Source: an optimization exercise on an open RTL-to-GDS flow (aim: small area). Production flows keep margins and buffers that such runs may drop.
Where RTL was checked, it was by simulation tests only, not by an equivalence proof against the original.
Power is estimated from default activity; no workload was simulated.

==> v8: inputs <==
// Processor
module Processor (clk,reset,portIn,portOut,int_flag,ack,
                  imem_addr,imem_data,
                  dmem_addr,dmem_wdata,dmem_we,dmem_re,dmem_rdata);
Settings: LEC_CHECK=0, ABC_AREA=1, CAP_MARGIN=20, CORE_MARGIN=2, CORE_UTILIZATION=60, SLEW_MARGIN=20; clock period 12.0 ns.
standard.sh (not shown) runs the stock make flow with config.mk's settings and CLKGATE_MAP_FILE= SYNTH_SCRIPT=/design/flow/synth_recipe.tcl, a recipe that flattens the netlist after the stock synthesis.
==> flow/flow/run.sh <==
#!/bin/bash
# Layout flow: the standard ORFS flow (standard.sh) with three changes:
#  - synthesis: synth_recipe.tcl unchanged, but ABC maps with an area script
#    (flow/area.abc); registers are mapped before ABC and are unaffected;
#  - clock tree: small clock buffers, larger sink clusters, no dummy loads;
#  - port buffers: every input and output port still gets its own buffer,
#    of the smallest buffer cell.
# make's full output goes to flow.log in this folder; ORFS keeps each
# step's log under orfs/logs/.
set -euo pipefail
export FLOW_WORK="$PWD"
export FLOW_ABC_SCRIPT="$PWD/flow/area.abc"
export CTS_ARGS="-sink_clustering_enable -repair_clock_nets -buf_list sky130_fd_sc_hd__clkbuf_4 -dont_use_dummy_load -sink_clustering_size 8 -sink_clustering_max_diameter 40"
export BUFFER_PORTS_ARGS="-buffer_cell sky130_fd_sc_hd__buf_1"
bash standard.sh SYNTH_SCRIPT="$PWD/flow/synth.tcl" finish > flow.log 2>&1
==> flow/flow/area.abc <==
&get -n
&st
&dch -f
&nf -a -R 1000
&put
topo
dnsize -c
==> flow/flow/synth.tcl <==
# The standard synthesis (synth_recipe.tcl, unchanged) with one change:
# ABC maps the combinational logic with an area-oriented script.
proc abc {args} {
  set i [lsearch -exact $args -script]
  if {$i >= 0} { lset args [expr {$i + 1}] $::env(FLOW_ABC_SCRIPT) }
  yosys abc {*}$args
}
source $::env(FLOW_WORK)/synth_recipe.tcl
==> v9 (differences from v8) <==
--- a/flow/design.v
+++ b/flow/design.v
@@ -229,20 +229,20 @@
         de_dst <= 4'd15;
     end else if (~stall) begin
         {de_func, de_pimm, de_br, de_bt, de_sop, de_dmr, de_dmw, de_ior, de_iow, de_dw} <=
             {c_func, c_pimm, c_br, c_bt, c_sop, c_dmr, c_dmw, c_ior, c_iow, c_dw};
         de_dst <= fd[3:0];
     end
     de_src <= fd[6:4];
     de_dv  <= src1;
-    de_op1[15:12] <= c_pimm ? imem_data[15:12] : src2[15:12];
-    if (~stall)
-        de_op1[11:0] <= c_pimm ? imem_data[11:0] : src2[11:0];
-    de_sp  <= (stall | c_push) ? sp : sp_adj;
+    if (~stall) begin
+        de_op1 <= c_pimm ? imem_data : src2;
+        de_sp  <= c_push ? sp : sp_adj;
+    end
     if (~reset)
         {em_dw, em_dmr, em_dmw, em_ior, em_iow} <= 5'd0;
     else
         {em_dw, em_dmr, em_dmw, em_ior, em_iow} <= {x_dw, x_dmr, x_dmw, x_ior, x_iow};
     em_dst  <= x_dst;
     em_res  <= stall ? 16'd0 : result;
     em_addr <= de_sop ? de_sp : (de_dmw ? op2[11:0] : de_op1[11:0]);
     if (~reset) mw_dw <= 1'b0; else mw_dw <= em_dw;
==> summary of the runs <==
Of v9 and v8, v8 has the higher clock skew (gap 0.011 ns). Core utilization: v9 is higher than v8 (0.51 points). Against v9, the worst setup slack of v8 is lower by 0.77 ns. Synthesized area: v9 is larger than v8 (about 0.8%).

==> 08-19 <==
Processor, a different RTL version from the one above (not shown whole).
export LEC_CHECK = 0
export CAP_MARGIN = 20
export CORE_MARGIN = 2
export CORE_UTILIZATION = 60
export CTS_BUF_LIST = sky130_fd_sc_hd__clkbuf_4
export SLEW_MARGIN = 20
create_clock -name core_clock -period 12.0 [get_ports {clk}]
run.sh (not shown) runs the stock make flow with config.mk's settings and CLKGATE_MAP_FILE= SYNTH_SCRIPT=/design/flow/synth_recipe.tcl, a recipe that flattens the netlist after the stock synthesis.
Stock flow here: none of the scripts above is used.
==> 04-23: changes against 08-19 <==
--- a/flow/config.mk
+++ b/flow/config.mk
@@ -8,5 +8,4 @@
 export CAP_MARGIN = 20
 export CORE_MARGIN = 2
-export CORE_UTILIZATION = 60
-export CTS_BUF_LIST = sky130_fd_sc_hd__clkbuf_4
+export CORE_UTILIZATION = 40
 export SLEW_MARGIN = 20
==> qor summary <==
metric                                                                    08-19                    04-23
Status                                                  complete, no violations  complete, no violations
Initial standard-cell utilization of the core                             60.5%                    40.5%
Width of the die                                                    190 microns              232 microns
Slew at the pin with the worst max-slew slack                           1.06 ns                  1.22 ns
P_int                                                                   2700 uW                  2880 uW
Final GP Congestion                                                        1.09                    0.983
CTS buffer count                                                             98                       43
Highest Signal Layer                                                       met5                     met4
Met2 track demand over resource                                           64.4%                    46.8%
First-pass GRT wire length                                               112 mm                   116 mm
Fraction of area in multi-input gates                                     43.9%                    43.1%
Core Box Area                                                      0.0344 sq mm             0.0514 sq mm
Reported sequential group power                                         1630 uW                  1620 uW
Share of the core filled with cells                                       70.7%                    48.2%
Highest ir drop seen on vdd                                            0.172 mV                 0.137 mV
Met3 WL                                                                 9.16 mm                  6.83 mm
Proportion of layout cells with a drive suffix above 1                    11.3%                    8.72%
Number of H-tree levels                                                       3                        2
Power dissipated in combinational cells                                 1310 uW                  1330 uW
Max incr delay on CP                                                    0.53 ns                  0.54 ns
Routed length on met2                                                   34.0 mm                  35.8 mm
Function was not checked in any run of this note: the RTL went through the layout flow alone.

==> run a: inputs <==
Another version of the RTL of Processor (not shown whole).
==> flow/config.mk <==
export PLATFORM = sky130hd
export DESIGN_NAME = Processor
export DESIGN_NICKNAME = Processor
export VERILOG_FILES = /design/flow/design.v
export SDC_FILE = /design/flow/constraint.sdc
export NUM_CORES = 4
export LEC_CHECK = 0
export ABC_AREA = 1
export CAP_MARGIN = 20
export CORE_MARGIN = 2
export CORE_UTILIZATION = 60
export SLEW_MARGIN = 20
==> flow/constraint.sdc <==
create_clock -name core_clock -period 12.0 [get_ports {clk}]
set_input_delay 2.4000 -clock core_clock [delete_from_list [all_inputs] [get_ports {clk}]]
set_output_delay 2.4000 -clock core_clock [all_outputs]
set_load 0.01 [all_outputs]
standard.sh (not shown) runs the stock make flow with config.mk's settings and CLKGATE_MAP_FILE= SYNTH_SCRIPT=/design/flow/synth_recipe.tcl, a recipe that flattens the netlist after the stock synthesis.
==> flow/flow/run.sh <==
#!/bin/bash
# Layout flow: the standard ORFS flow (standard.sh) with three changes:
#  - synthesis: synth_recipe.tcl unchanged, but ABC maps with an area script
#    (flow/area.abc); registers are mapped before ABC and are unaffected;
#  - clock tree: small clock buffers, larger sink clusters, no dummy loads;
#  - port buffers: every input and output port still gets its own buffer,
#    of the smallest buffer cell.
# make's full output goes to flow.log in this folder; ORFS keeps each
# step's log under orfs/logs/.
set -euo pipefail
export FLOW_WORK="$PWD"
export FLOW_ABC_SCRIPT="$PWD/flow/area.abc"
export CTS_ARGS="-sink_clustering_enable -repair_clock_nets -buf_list sky130_fd_sc_hd__clkbuf_4 -dont_use_dummy_load -sink_clustering_size 9 -sink_clustering_max_diameter 45"
export BUFFER_PORTS_ARGS="-buffer_cell sky130_fd_sc_hd__buf_1"
bash standard.sh SYNTH_SCRIPT="$PWD/flow/synth.tcl" finish > flow.log 2>&1
==> flow/flow/area.abc <==
&get -n
&st
&dch -f
&nf -a -R 1000 -C 32 -F 8 -A 8
&put
topo
dnsize -c
Scripts as last shown in full above: flow/flow/synth.tcl
==> run b (differences from run a) <==
--- a/flow/design.v
+++ b/flow/design.v
@@ -14,16 +14,17 @@
 input  [15:0] dmem_rdata;
 reg  [15:0] fd;                  
 reg         stall;               
 reg  [8:0]  de_opc;              
 reg  [3:0]  de_dst;
 reg  [2:0]  de_src;
 reg  [15:0] de_dv;               
 reg  [15:0] de_op1;              
+reg  [11:0] de_sp;
 reg         em_dw, em_dmr, em_dmw, em_ior, em_iow;
 reg  [3:0]  em_dst;
 reg  [15:0] em_res;
 reg  [11:0] em_addr;
 reg         mw_dw;
 reg  [3:0]  mw_dst;
 reg  [15:0] mw_res;
 reg  [15:0] gpr [0:7];
@@ -31,24 +32,23 @@
 reg  [15:0] pcl, pch;
 reg  [4:0]  ccr;
 reg  [15:0] port_out;
 reg  [1:0]  seq_t;               
 reg  [2:0]  seq_c;               
 reg  [15:0] call_dst;
 reg         int_sig, ack_q;
 reg  [2:0]  int_st;
-wire em_wb8  = em_dw & (em_dst == 4'd8);
-wire em_wb9  = em_dw & (em_dst == 4'd9);
-wire em_wb10 = em_dw & (em_dst == 4'd10);
+wire wb8  = mw_dw & (mw_dst == 4'd8);
+wire wb9  = mw_dw & (mw_dst == 4'd9);
 wire wb10 = mw_dw & (mw_dst == 4'd10);
-wire [15:0] pcl_v = pcl;
-wire [15:0] pch_v = pch;
-wire [15:0] ccr_v = {mw_res[15:5] & {11{wb10}}, ccr};
-wire [4:0]  flags = ccr;
+wire [15:0] pcl_v = wb8 ? mw_res : pcl;
+wire [15:0] pch_v = wb9 ? mw_res : pch;
+wire [15:0] ccr_v = wb10 ? mw_res : {11'b0, ccr};
+wire [4:0]  flags = ccr_v[4:0];
 wire [8:0] opc = fd[15:7];
 reg  [3:0] c_func;
 reg  c_pimm, c_br, c_sop, c_push, c_dmr, c_dmw, c_ior, c_iow, c_dw, c_call, c_ret, c_rti;
 reg  [1:0] c_bt;
 always @(*) begin
     c_func = 4'd0; c_pimm = 0; c_br = 0; c_sop = 0; c_push = 0; c_dmr = 0; c_dmw = 0;
     c_ior = 0; c_iow = 0; c_dw = 0; c_call = 0; c_ret = 0; c_rti = 0; c_bt = 2'b00;
     case (opc)
@@ -165,18 +165,18 @@
         9'b010_001000: begin e_func = 4'd13; e_dw = 1; e_pimm = 1; end   
         9'b010_001001: begin e_func = 4'd3; e_dw = 1; e_pimm = 1; end    
         9'b010_001010: begin e_func = 4'd8; e_dw = 1; e_pimm = 1; end    
         9'b010_001011: begin e_func = 4'd9; e_dw = 1; e_pimm = 1; end    
         9'b010_001100: begin e_func = 4'd10; e_dw = 1; e_pimm = 1; end   
         9'b010_001101: begin e_func = 4'd11; e_dw = 1; e_pimm = 1; end   
         9'b011_000000: begin e_func = 4'd4; e_dmw = 1; e_sop = 1; e_push = 1; end  
         9'b011_000001: begin e_func = 4'd0; e_dw = 1; e_dmr = 1; e_sop = 1; end    
-        9'b011_000010: begin e_func = 4'd0; e_dw = 1; e_dmr = 1; e_pimm = 1; end   
-        9'b011_000011: begin e_func = 4'd0; e_dw = 1; e_dmr = 1; end    
+        9'b011_000010: begin e_func = 4'd3; e_dw = 1; e_dmr = 1; e_pimm = 1; end   
+        9'b011_000011: begin e_func = 4'd3; e_dw = 1; e_dmr = 1; end    
         9'b011_000100: begin e_func = 4'd3; e_dmw = 1; end              
         9'b100_000000: begin e_func = 4'd4; e_br = 1; e_bt = 2'b00; end  
         9'b100_000001: begin e_func = 4'd4; e_br = 1; e_bt = 2'b01; end  
         9'b100_000010: begin e_func = 4'd4; e_br = 1; e_bt = 2'b10; end  
         9'b100_000100: begin e_func = 4'd4; e_br = 1; e_bt = 2'b11; end  
         9'b100_000101: begin e_func = 4'd3; e_br = 1; e_bt = 2'b11; e_pimm = 1; end  
         9'b100_000110: e_func = 4'd4;              
                         default: ;
@@ -185,17 +185,17 @@
 wire [3:0] x_func = e_func;
 wire x_br  = e_br  & ~stall;
 wire x_dmr = e_dmr & ~stall;
 wire x_dmw = e_dmw & ~stall;
 wire x_ior = e_ior & ~stall;
 wire x_iow = e_iow & ~stall;
 wire x_dw  = e_dw  & ~stall;
 wire [3:0] x_dst = stall ? 4'd0 : de_dst;
-wire [15:0] mem_val = em_res | (portIn & {16{em_ior}}) | (dmem_rdata & {16{em_dmr}});
+wire [15:0] mem_val = em_ior ? portIn : (em_dmr ? dmem_rdata : em_res);
 wire m1 = ({1'b0, de_src} == em_dst) & ~e_pimm;
 wire w1 = ({1'b0, de_src} == mw_dst) & ~e_pimm;
 wire m2 = (de_dst == em_dst);
 wire w2 = (de_dst == mw_dst);
 wire [15:0] op1 = m1 ? mem_val : (w1 ? mw_res : de_op1);
 wire [15:0] op2 = m2 ? mem_val : (w2 ? mw_res : de_dv);
 genvar gi;
 wire f_a1  = (x_func == 4'd3) | (x_func == 4'd5) | (x_func == 4'd6) |
@@ -269,45 +269,43 @@
     end else if (~stall) begin
         de_opc <= opc;
         de_dst <= fd[3:0];
     end
     de_src <= fd[6:4];
     de_dv  <= src1;
     de_op1[15:12] <= c_pimm ? imem_data[15:12] : src2[15:12];
     if (~stall)
-        de_op1[11:0] <= c_pimm ? imem_data[11:0] :
-                        c_sop  ? (c_push ? sp : sp_adj) : src2[11:0];
+        de_op1[11:0] <= c_pimm ? imem_data[11:0] : src2[11:0];
+    de_sp  <= (stall | c_push) ? sp : sp_adj;
     if (~reset)
         {em_dw, em_dmr, em_dmw, em_ior, em_iow} <= 5'd0;
     else
         {em_dw, em_dmr, em_dmw, em_ior, em_iow} <= {x_dw, x_dmr, x_dmw, x_ior, x_iow};
     em_dst  <= x_dst;
     em_res  <= res_g;
-    em_addr <= (e_dmw & ~e_sop) ? op2[11:0] : de_op1[11:0];
+    em_addr <= e_sop ? de_sp : (e_dmw ? op2[11:0] : de_op1[11:0]);
     if (~reset) mw_dw <= 1'b0; else mw_dw <= em_dw;
     mw_dst <= em_dst;
     mw_res <= mem_val;
     if (~reset) begin
         pcl <= 16'd32; pch <= 16'd0; ccr <= 5'd0;
     end else begin
-        pcl <= em_wb8  ? mem_val      : pc_nxt[15:0];
-        pch <= em_wb9  ? mem_val      : pc_nxt[31:16];
-        ccr <= em_wb10 ? mem_val[4:0] : (stall ? flags : nflags);
+        pcl <= pc_nxt[15:0]; pch <= pc_nxt[31:16]; ccr <= stall ? flags : nflags;
     end
     if (~reset)
         seq_c <= 3'd0;
     else if (~seq_busy) begin
         if (d_call | d_ret | d_rti) seq_c <= 3'd1;
         seq_t <= {d_ret | d_rti, d_call | d_rti};
     end else if ((seq_t == 2'd1 && seq_c == 3'd4) || (seq_t == 2'd2 && seq_c == 3'd6))
         seq_c <= 3'd0;
     else
         seq_c <= seq_c + 3'd1;
-    if (d_call) call_dst <= src1;
+    if (reset & d_call) call_dst <= src1;
     int_sig <= int_flag;
     if (~reset) begin
         int_st <= 3'd0; ack_q <= 1'b0;
     end else begin
         int_st <= int_nx; ack_q <= ack_c;
     end
 end
 integer i;
==> flow/flow/run.sh (replaced) <==
#!/bin/bash
# Layout flow: the standard ORFS flow (standard.sh) with three changes:
#  - synthesis: synth_recipe.tcl unchanged, but ABC maps with an area script
#    (flow/area.abc); registers are mapped before ABC and are unaffected;
#  - clock tree: small clock buffers, larger sink clusters, no dummy loads;
#  - port buffers: every input and output port still gets its own buffer,
#    of the smallest buffer cell.
# make's full output goes to flow.log in this folder; ORFS keeps each
# step's log under orfs/logs/.
set -euo pipefail
export FLOW_WORK="$PWD"
export FLOW_ABC_SCRIPT="$PWD/flow/area.abc"
export CTS_ARGS="-sink_clustering_enable -repair_clock_nets -buf_list sky130_fd_sc_hd__clkbuf_4 -dont_use_dummy_load -sink_clustering_size 8 -sink_clustering_max_diameter 40"
export BUFFER_PORTS_ARGS="-buffer_cell sky130_fd_sc_hd__buf_1"
bash standard.sh SYNTH_SCRIPT="$PWD/flow/synth.tcl" finish > flow.log 2>&1
==> flow/flow/area.abc (replaced) <==
&get -n
&st
&dch -f
&nf -a -R 1000
&put
topo
dnsize -c
==> run c (differences from run a) <==
--- a/flow/design.v
+++ b/flow/design.v
@@ -31,24 +31,23 @@
 reg  [15:0] pcl, pch;
 reg  [4:0]  ccr;
 reg  [15:0] port_out;
 reg  [1:0]  seq_t;               
 reg  [2:0]  seq_c;               
 reg  [15:0] call_dst;
 reg         int_sig, ack_q;
 reg  [2:0]  int_st;
-wire em_wb8  = em_dw & (em_dst == 4'd8);
-wire em_wb9  = em_dw & (em_dst == 4'd9);
-wire em_wb10 = em_dw & (em_dst == 4'd10);
+wire wb8  = mw_dw & (mw_dst == 4'd8);
+wire wb9  = mw_dw & (mw_dst == 4'd9);
 wire wb10 = mw_dw & (mw_dst == 4'd10);
-wire [15:0] pcl_v = pcl;
-wire [15:0] pch_v = pch;
-wire [15:0] ccr_v = {mw_res[15:5] & {11{wb10}}, ccr};
-wire [4:0]  flags = ccr;
+wire [15:0] pcl_v = wb8 ? mw_res : pcl;
+wire [15:0] pch_v = wb9 ? mw_res : pch;
+wire [15:0] ccr_v = wb10 ? mw_res : {11'b0, ccr};
+wire [4:0]  flags = ccr_v[4:0];
 wire [8:0] opc = fd[15:7];
 reg  [3:0] c_func;
 reg  c_pimm, c_br, c_sop, c_push, c_dmr, c_dmw, c_ior, c_iow, c_dw, c_call, c_ret, c_rti;
 reg  [1:0] c_bt;
 always @(*) begin
     c_func = 4'd0; c_pimm = 0; c_br = 0; c_sop = 0; c_push = 0; c_dmr = 0; c_dmw = 0;
     c_ior = 0; c_iow = 0; c_dw = 0; c_call = 0; c_ret = 0; c_rti = 0; c_bt = 2'b00;
     case (opc)
@@ -284,30 +283,28 @@
     em_res  <= res_g;
     em_addr <= (e_dmw & ~e_sop) ? op2[11:0] : de_op1[11:0];
     if (~reset) mw_dw <= 1'b0; else mw_dw <= em_dw;
     mw_dst <= em_dst;
     mw_res <= mem_val;
     if (~reset) begin
         pcl <= 16'd32; pch <= 16'd0; ccr <= 5'd0;
     end else begin
-        pcl <= em_wb8  ? mem_val      : pc_nxt[15:0];
-        pch <= em_wb9  ? mem_val      : pc_nxt[31:16];
-        ccr <= em_wb10 ? mem_val[4:0] : (stall ? flags : nflags);
+        pcl <= pc_nxt[15:0]; pch <= pc_nxt[31:16]; ccr <= stall ? flags : nflags;
     end
     if (~reset)
         seq_c <= 3'd0;
     else if (~seq_busy) begin
         if (d_call | d_ret | d_rti) seq_c <= 3'd1;
         seq_t <= {d_ret | d_rti, d_call | d_rti};
     end else if ((seq_t == 2'd1 && seq_c == 3'd4) || (seq_t == 2'd2 && seq_c == 3'd6))
         seq_c <= 3'd0;
     else
         seq_c <= seq_c + 3'd1;
-    if (d_call) call_dst <= src1;
+    if (reset & d_call) call_dst <= src1;
     int_sig <= int_flag;
     if (~reset) begin
         int_st <= 3'd0; ack_q <= 1'b0;
     end else begin
         int_st <= int_nx; ack_q <= ack_c;
     end
 end
 integer i;
==> flow/flow/area.abc (replaced) <==
&get -n
&st
&dch -f
&nf -a -R 1000
&put
topo
dnsize -c
==> notes <==
In run a the wire length is smaller than in run b, by 1.9%. Synthesized cell count, highest first: run b, run c, run a. Sequential share of layout area: run b is higher than run c (0.42 points). The highest power belongs to run b, the lowest to run c. In run b the area after synthesis is higher than in run c, by 2.0%. Between run b and run a, the lower flip-flop and latch count is in run a (gap 12). Fmax: run a is lower than run c (about 3.7%). Die area: run a < run c < run b.
==> figures <==
                                                                       run c           run a           run b
Run status                                                    finished clean  finished clean  finished clean
Maximum number of pins on one net before global-route repair              47              46              51
Highest signal layer in the routed design                               met4            met4            met5
Total detailed-routing wirelength                             59,800 microns  58,900 microns  60,000 microns
Fraction of the mapped netlist area in compound gates                  19.1%           22.6%           18.8%
Buf/Inv on CP                                                              6               3               2
Net switching power of the design                                    1130 uW         1180 uW         1270 uW
Fin util                                                               67.1%           67.5%           67.6%
CTS buffer count                                                          49              47              53
Die outline width                                                174 microns     173 microns     176 microns
Final WS setup                                                      0.960 ns        0.538 ns        0.883 ns
Nets                                                                   2,047           1,995           2,100
Sw frac                                                                37.8%           38.4%           38.8%
Leakage power                                                     0.00687 uW      0.00670 uW      0.00707 uW
Number of fillers in the final layout                                  2,361           2,306           2,336
Synthesized instance count                                             1,735           1,704           1,788
Syn Nets                                                               1,820           1,789           1,873
